From an optimization exercise on the open Yosys and OpenROAD flow, aimed at small area; shortcuts taken in it are not production practice. Function was checked by simulation only, so behaviour that the tests miss may differ from the original. Power and IR drop assume default switching activity.

==> run X <==
Design Register_File, start of the top module:
module Register_File
#(
    parameter N = 32,
    parameter ADDR = 5
)
(
    input               clk,
    input               reset,
    input               Reg_Write_i,
    input   [ADDR-1:0]  Write_Register_i,
    input   [ADDR-1:0]  Read_Register_1_i,
    input   [ADDR-1:0]  Read_Register_2_i,
    input   [N-1:0]     Write_Data_i,
    output  [N-1:0]     Read_Data_1_o,
    output  [N-1:0]     Read_Data_2_o
);
==> flow/config.mk <==
export PLATFORM = sky130hd
export DESIGN_NAME = Register_File
export DESIGN_NICKNAME = Register_File
export VERILOG_FILES = /design/flow/design.v
export SDC_FILE = /design/flow/constraint.sdc
export NUM_CORES = 4
export LEC_CHECK = 0
export CAP_MARGIN = 0
export CORE_MARGIN = 2
export CORE_UTILIZATION = 60
export CTS_BUF_LIST = sky130_fd_sc_hd__clkbuf_8
export SLEW_MARGIN = 0
export SYNTH_HIERARCHICAL = 1
==> flow/constraint.sdc <==
create_clock -name core_clock -period 10.0 [get_ports {clk}]
set_input_delay 2.0000 -clock core_clock [delete_from_list [all_inputs] [get_ports {clk}]]
set_output_delay 2.0000 -clock core_clock [all_outputs]
set_load 0.01 [all_outputs]
standard.sh (not shown) runs the stock make flow with config.mk's settings and CLKGATE_MAP_FILE= SYNTH_SCRIPT=/design/flow/synth_recipe.tcl, a recipe that flattens the netlist after the stock synthesis.
==> flow/flow/run.sh <==
#!/bin/bash
# Standard layout (the standard.sh) with two changes: the port buffers
# are buf_1 cells, and clock tree synthesis uses no dummy loads and the
# leaf cluster size below.
export BUFFER_PORTS_ARGS="-buffer_cell sky130_fd_sc_hd__buf_1"
export CTS_ARGS="-sink_clustering_enable -repair_clock_nets -dont_use_dummy_load -buf_list sky130_fd_sc_hd__clkbuf_8 -sink_clustering_size 16 -sink_clustering_max_diameter 60"
bash standard.sh > flow.log 2>&1
==> inputs of run K, as changes to run X <==
==> flow/run.sh (new file) <==
#!/bin/bash
# synth_recipe.tcl (not shown) runs the flow's synth.tcl, then flattens the netlist and writes it again
# the make line also repeats each setting of config.mk as NAME=value (left out here)
make -C /OpenROAD-flow-scripts/flow DESIGN_CONFIG=/design/flow/config.mk WORK_HOME=/design/flow/orfs CLKGATE_MAP_FILE= SYNTH_SCRIPT=/design/flow/synth_recipe.tcl finish
Settings changed: CAP_MARGIN 0 to 20, CORE_UTILIZATION 60 to 40, CTS_BUF_LIST sky130_fd_sc_hd__clkbuf_8 to not set, SLEW_MARGIN 0 to 20.
removed: flow/flow/run.sh
removed: flow/standard.sh
==> comparison table <==
| quantity | run K | run X |
|---|---|---|
| Run status | no timing/DRC/antenna violations | no timing/DRC/antenna violations |
| Antenna violations before repair | 1 | 3 |
| Total power after layout | 9.20 mW | 7.29 mW |
| Wire length of the first global-routing pass | 199000 um | 194000 um |
| Initial Utilization | 0.404 | 0.606 |
| Count of placed standard cells in the final layout, fillers left out | 3831 | 3293 |
| Total placed cells including tap cells | 3644 | 3213 |
| DR iter-0 viols | 7444 | 7359 |
| Area of combinational cells with multiple inputs | 9440 um^2 | 9470 um^2 |
| Root buffer cell | sky130_fd_sc_hd__clkbuf_16 | sky130_fd_sc_hd__clkbuf_8 |
| Area enclosed by the die boundary | 102000 um^2 | 68500 um^2 |
| Fraction of layout cells with a size suffix above 1 | 0.114 | 0.0948 |
| End of the worst hold path | valid[4]$_DFFE_PN0P_ | valid[5]$_DFFE_PN0P_ |
| Arr. time, crit path | 5840 ps | 5230 ps |
| Standard-cell rows | 115 | 94 |
| Clock buffers created by TritonCTS | 99 | 76 |
| Maximum fanout count along the critical path | 18 | 17 |
| Die height | 320 um | 262 um |
| Power density over the cells | 197 nW/um^2 | 169 nW/um^2 |
| GRT met3 Usage | 0.0705 | 0.110 |
| Final WS setup | 2160 ps | 2770 ps |
| Finished Cell Area | 46700 um^2 | 43300 um^2 |
| Die width | 320 um | 262 um |
| Vias in the first global route | 28300 | 27600 |

==> try-nickel: inputs <==
Register_File again, from the RTL that the note above started with.
==> module MultiplexerUnit, before the edit <==
module MultiplexerUnit
(
    input   [30:0]  D,
    input   [30:0]  S,
    output          Y
);
wire [10:0] yn;
wire [2:0]  z;
genvar g;
generate
    for (g = 0; g < 10; g = g + 1) begin : AO
        ao222n U(.a(D[3*g]), .b(S[3*g]), .c(D[3*g+1]), .d(S[3*g+1]),
                 .e(D[3*g+2]), .f(S[3*g+2]), .y(yn[g]));
    end
endgenerate
nand2g N0(.a(D[30]), .b(S[30]), .y(yn[10]));
nand4g N1(.a(yn[0]), .b(yn[1]), .c(yn[2]), .d(yn[3]), .y(z[0]));
nand4g N2(.a(yn[4]), .b(yn[5]), .c(yn[6]), .d(yn[7]), .y(z[1]));
nand3g N3(.a(yn[8]), .b(yn[9]), .c(yn[10]), .y(z[2]));
or3g   O0(.a(z[0]), .b(z[1]), .c(z[2]), .y(Y));
endmodule
==> module ao222n, before the edit <==
module ao222n(input a, b, c, d, e, f, output y);
assign y = ~((a & b) | (c & d) | (e & f));
endmodule
==> module nand2g, before the edit <==
module nand2g(input a, b, output y);
assign y = ~(a & b);
endmodule
==> module nand3g, before the edit <==
module nand3g(input a, b, c, output y);
assign y = ~(a & b & c);
endmodule
==> module nand4g, before the edit <==
module nand4g(input a, b, c, d, output y);
assign y = ~(a & b & c & d);
endmodule
==> module or3g, before the edit <==
module or3g(input a, b, c, output y);
assign y = a | b | c;
endmodule
==> module Register_File, before the edit <==
module Register_File
#(
    parameter N = 32,
    parameter ADDR = 5
)
(
    input               clk,
    input               reset,
    input               Reg_Write_i,
    input   [ADDR-1:0]  Write_Register_i,
    input   [ADDR-1:0]  Read_Register_1_i,
    input   [ADDR-1:0]  Read_Register_2_i,
    input   [N-1:0]     Write_Data_i,
    output  [N-1:0]     Read_Data_1_o,
    output  [N-1:0]     Read_Data_2_o
);
localparam R = 2**ADDR;
reg  [N-1:0] data [1:R-1];
reg  [R-1:1] valid;
wire [R-1:1] we;
wire [R-1:1] sel1, sel2;
genvar i, b;
generate
    for (i = 1; i < R; i = i + 1) begin : REG
        assign we[i]   = Reg_Write_i & (Write_Register_i == i);
        assign sel1[i] = valid[i] & (Read_Register_1_i == i);
        assign sel2[i] = valid[i] & (Read_Register_2_i == i);
        always @(posedge clk)
            if (we[i]) data[i] <= Write_Data_i;
        always @(posedge clk or negedge reset)
            if (!reset) valid[i] <= 1'b0;
            else if (we[i]) valid[i] <= 1'b1;
    end
    for (b = 0; b < N; b = b + 1) begin : BIT
        wire [R-2:0] col;
        for (i = 1; i < R; i = i + 1) begin : C
            assign col[i-1] = data[i][b];
        end
        MultiplexerUnit M1(.D(col), .S(sel1), .Y(Read_Data_1_o[b]));
        MultiplexerUnit M2(.D(col), .S(sel2), .Y(Read_Data_2_o[b]));
    end
endgenerate
endmodule
==> flow/config.mk <==
export PLATFORM = sky130hd
export DESIGN_NAME = Register_File
export DESIGN_NICKNAME = Register_File
export VERILOG_FILES = /design/flow/design.v
export SDC_FILE = /design/flow/constraint.sdc
export NUM_CORES = 4
export LEC_CHECK = 0
export CAP_MARGIN = 0
export CORE_MARGIN = 2
export CORE_UTILIZATION = 60
export CTS_BUF_LIST = sky130_fd_sc_hd__clkbuf_4
export SLEW_MARGIN = 0
export SYNTH_HIERARCHICAL = 1
==> flow/constraint.sdc <==
create_clock -name core_clock -period 10.0 [get_ports {clk}]
set_input_delay 2.0000 -clock core_clock [delete_from_list [all_inputs] [get_ports {clk}]]
set_output_delay 2.0000 -clock core_clock [all_outputs]
set_load 0.01 [all_outputs]
run.sh (not shown) runs the stock make flow with config.mk's settings and CLKGATE_MAP_FILE= SYNTH_SCRIPT=/design/flow/synth_recipe.tcl, a recipe that flattens the netlist after the stock synthesis.
Stock flow here: none of the scripts above is used.
==> inputs of try-delta, as changes to try-nickel <==
==> flow/flow/run.sh (new file) <==
#!/bin/bash
# Standard layout (the standard.sh) with two changes: the port buffers
# are buf_1 cells, and clock tree synthesis uses no dummy loads and the
# leaf cluster size below.
export BUFFER_PORTS_ARGS="-buffer_cell sky130_fd_sc_hd__buf_1"
export CTS_ARGS="-sink_clustering_enable -repair_clock_nets -dont_use_dummy_load -buf_list sky130_fd_sc_hd__clkbuf_4 -sink_clustering_size 9 -sink_clustering_max_diameter 45"
bash standard.sh > flow.log 2>&1
==> flow/standard.sh (new file) <==
#!/bin/bash
# synth_recipe.tcl (not shown) runs the flow's synth.tcl, then flattens the netlist and writes it again
# the make line also repeats each setting of config.mk as NAME=value (left out here)
make -C /OpenROAD-flow-scripts/flow DESIGN_CONFIG=/design/flow/config.mk WORK_HOME=/design/flow/orfs CLKGATE_MAP_FILE= SYNTH_SCRIPT=/design/flow/synth_recipe.tcl "${@:-finish}"
removed: flow/run.sh
==> inputs of try-juniper, as changes to try-nickel <==
==> flow/design.v (replaced) <==
module RegisterUnit
#(
    parameter W = 8
)(
    input                   clk, rst, en, 
    input       [W-1:0]     D,
    output reg  [W-1:0]     Q
);
always @(posedge clk or negedge rst)begin
    if (!rst) Q <= {W{1'b0}};
    else if (en) Q <= D;
    else Q <= Q;
end
endmodule
module MultiplexerUnit
#(
    parameter SEL = 2,
    parameter WORD = 8
)
(
    input   [(2**SEL)*WORD-1:0] DATAin,
    input   [SEL-1:0] Select,
    output  [WORD-1:0] DATAout
);
wire [WORD-1:0] Ddatas [2**SEL-1:0];
genvar i;
generate
    for(i = 0; i < 2**SEL; i = i + 1)begin : Dat
        assign Ddatas[i] = DATAin[(WORD-1+WORD*i):(0+WORD*i)];
    end
endgenerate
assign DATAout = Ddatas[Select];
endmodule
module DecoderUnit
#(
    parameter LEN = 2
)
(
    input   [LEN-1:0]   Dir,
    output  [2**LEN-1:0] Sal
);
localparam [2**LEN-1:0]ONE = 'b1;
assign Sal = ONE << Dir;
endmodule
module Register_File
#(
    parameter N = 32,
    parameter ADDR = 5
)
(
    input               clk,
    input               reset,
    input               Reg_Write_i,
    input   [ADDR-1:0]  Write_Register_i,
    input   [ADDR-1:0]  Read_Register_1_i,
    input   [ADDR-1:0]  Read_Register_2_i,
    input   [N-1:0]     Write_Data_i,
    output  [N-1:0]     Read_Data_1_o,
    output  [N-1:0]     Read_Data_2_o
);
wire [2**ADDR-1:0] DecEnables;
wire [(2**ADDR)*N-1:0] Words;
genvar i;
generate
    for(i = 0; i < 2**ADDR; i = i + 1) begin: REG
        if (i == 0)
            RegisterUnit #(.W(N)) R(.clk(clk), .rst(reset), .en(Reg_Write_i & DecEnables[i]), .D({N{1'b0}}), .Q(Words[(N-1+N*i):(0+N*i)]));
        else
            RegisterUnit #(.W(N)) R(.clk(clk), .rst(reset), .en(Reg_Write_i & DecEnables[i]), .D(Write_Data_i), .Q(Words[(N-1+N*i):(0+N*i)]));
    end
endgenerate
DecoderUnit #(.LEN(ADDR)) Decoder(.Dir(Write_Register_i), .Sal(DecEnables));
MultiplexerUnit #(.SEL(ADDR), .WORD(N)) Mux0(.DATAin(Words),.Select(Read_Register_1_i),.DATAout(Read_Data_1_o));
MultiplexerUnit #(.SEL(ADDR), .WORD(N)) Mux1(.DATAin(Words),.Select(Read_Register_2_i),.DATAout(Read_Data_2_o));
endmodule
Settings changed: CAP_MARGIN 0 to 20, CORE_UTILIZATION 60 to 40, CTS_BUF_LIST sky130_fd_sc_hd__clkbuf_4 to default, SLEW_MARGIN 0 to 20, SYNTH_HIERARCHICAL 1 to default.
==> notes.md <==
metric	try-delta	try-juniper	try-nickel
Design area	0.0433 mm²	0.0567 mm²	0.0460 mm²
Part of the power in the clock network	26.9%	36.7%	39.1%
Initial antenna violation count	8	13	5
Number of distinct library cell variants in the gate-level netlist after synthesis	25	59	25
Utilization after layout	65.8%	45.3%	69.9%
Antenna cell count	3	8	4
Multi-input gate area	0.00947 mm²	0.0239 mm²	0.00947 mm²
Die Outline Area	0.0685 mm²	0.129 mm²	0.0685 mm²
Number of H-tree levels	4	3	5
Outcome	no timing/DRC/antenna violations	no timing/DRC/antenna violations	no timing/DRC/antenna violations
Half-perimeter wire length after placement	75500 µm	131000 µm	74400 µm
Multi-input logic cell count	1124	2739	1124
Most common library cell in the layout ignoring fill and taps	sky130_fd_sc_hd__edfxtp_1	sky130_fd_sc_hd__mux2_2	sky130_fd_sc_hd__edfxtp_1

==> re-timing with driven ports <==
The flow's constraints put no driver on any port. The routed layouts listed below were extracted and timed again, unchanged, in two steps. Step 1 assumes that a clkbuf_16 drives the clock port and a buf_2 every other input. Step 2 times the ports against the registers' clock, not the clock port: input delays grow and output delays shrink by t, the midpoint of the rising clock arrivals with the driver on. Three values: ideal ports, drivers, drivers and shift; two values: the first two.
run	t (ns)	setup slack, ns	hold slack, ns	latest minus earliest clock arrival (ns)	worst register clock-pin slew, ns
run X	0.768	2.767 / 2.733 / 2.733	0.497 / 0.497 / 0.497	0.055 / 0.056	0.11 / 0.11
run K	0.736	2.160 / 2.132 / 2.132	0.495 / 0.495 / 0.495	0.027 / 0.027	0.07 / 0.07
try-nickel	1.128	2.269 / 2.244 / 2.244	0.485 / 0.485 / 0.485	0.112 / 0.112	0.08 / 0.08
try-delta	1.035	2.835 / 2.801 / 2.801	0.496 / 0.496 / 0.496	0.076 / 0.075	0.11 / 0.11
try-juniper	0.776	1.253 / 1.216 / 1.216	0.521 / 0.521 / 0.521	0.047 / 0.047	0.07 / 0.07
After both steps every run listed still meets setup and hold. The setup slack of try-juniper, which loses most, moves by -0.037 ns with the drivers and by -0.037 ns with both steps.
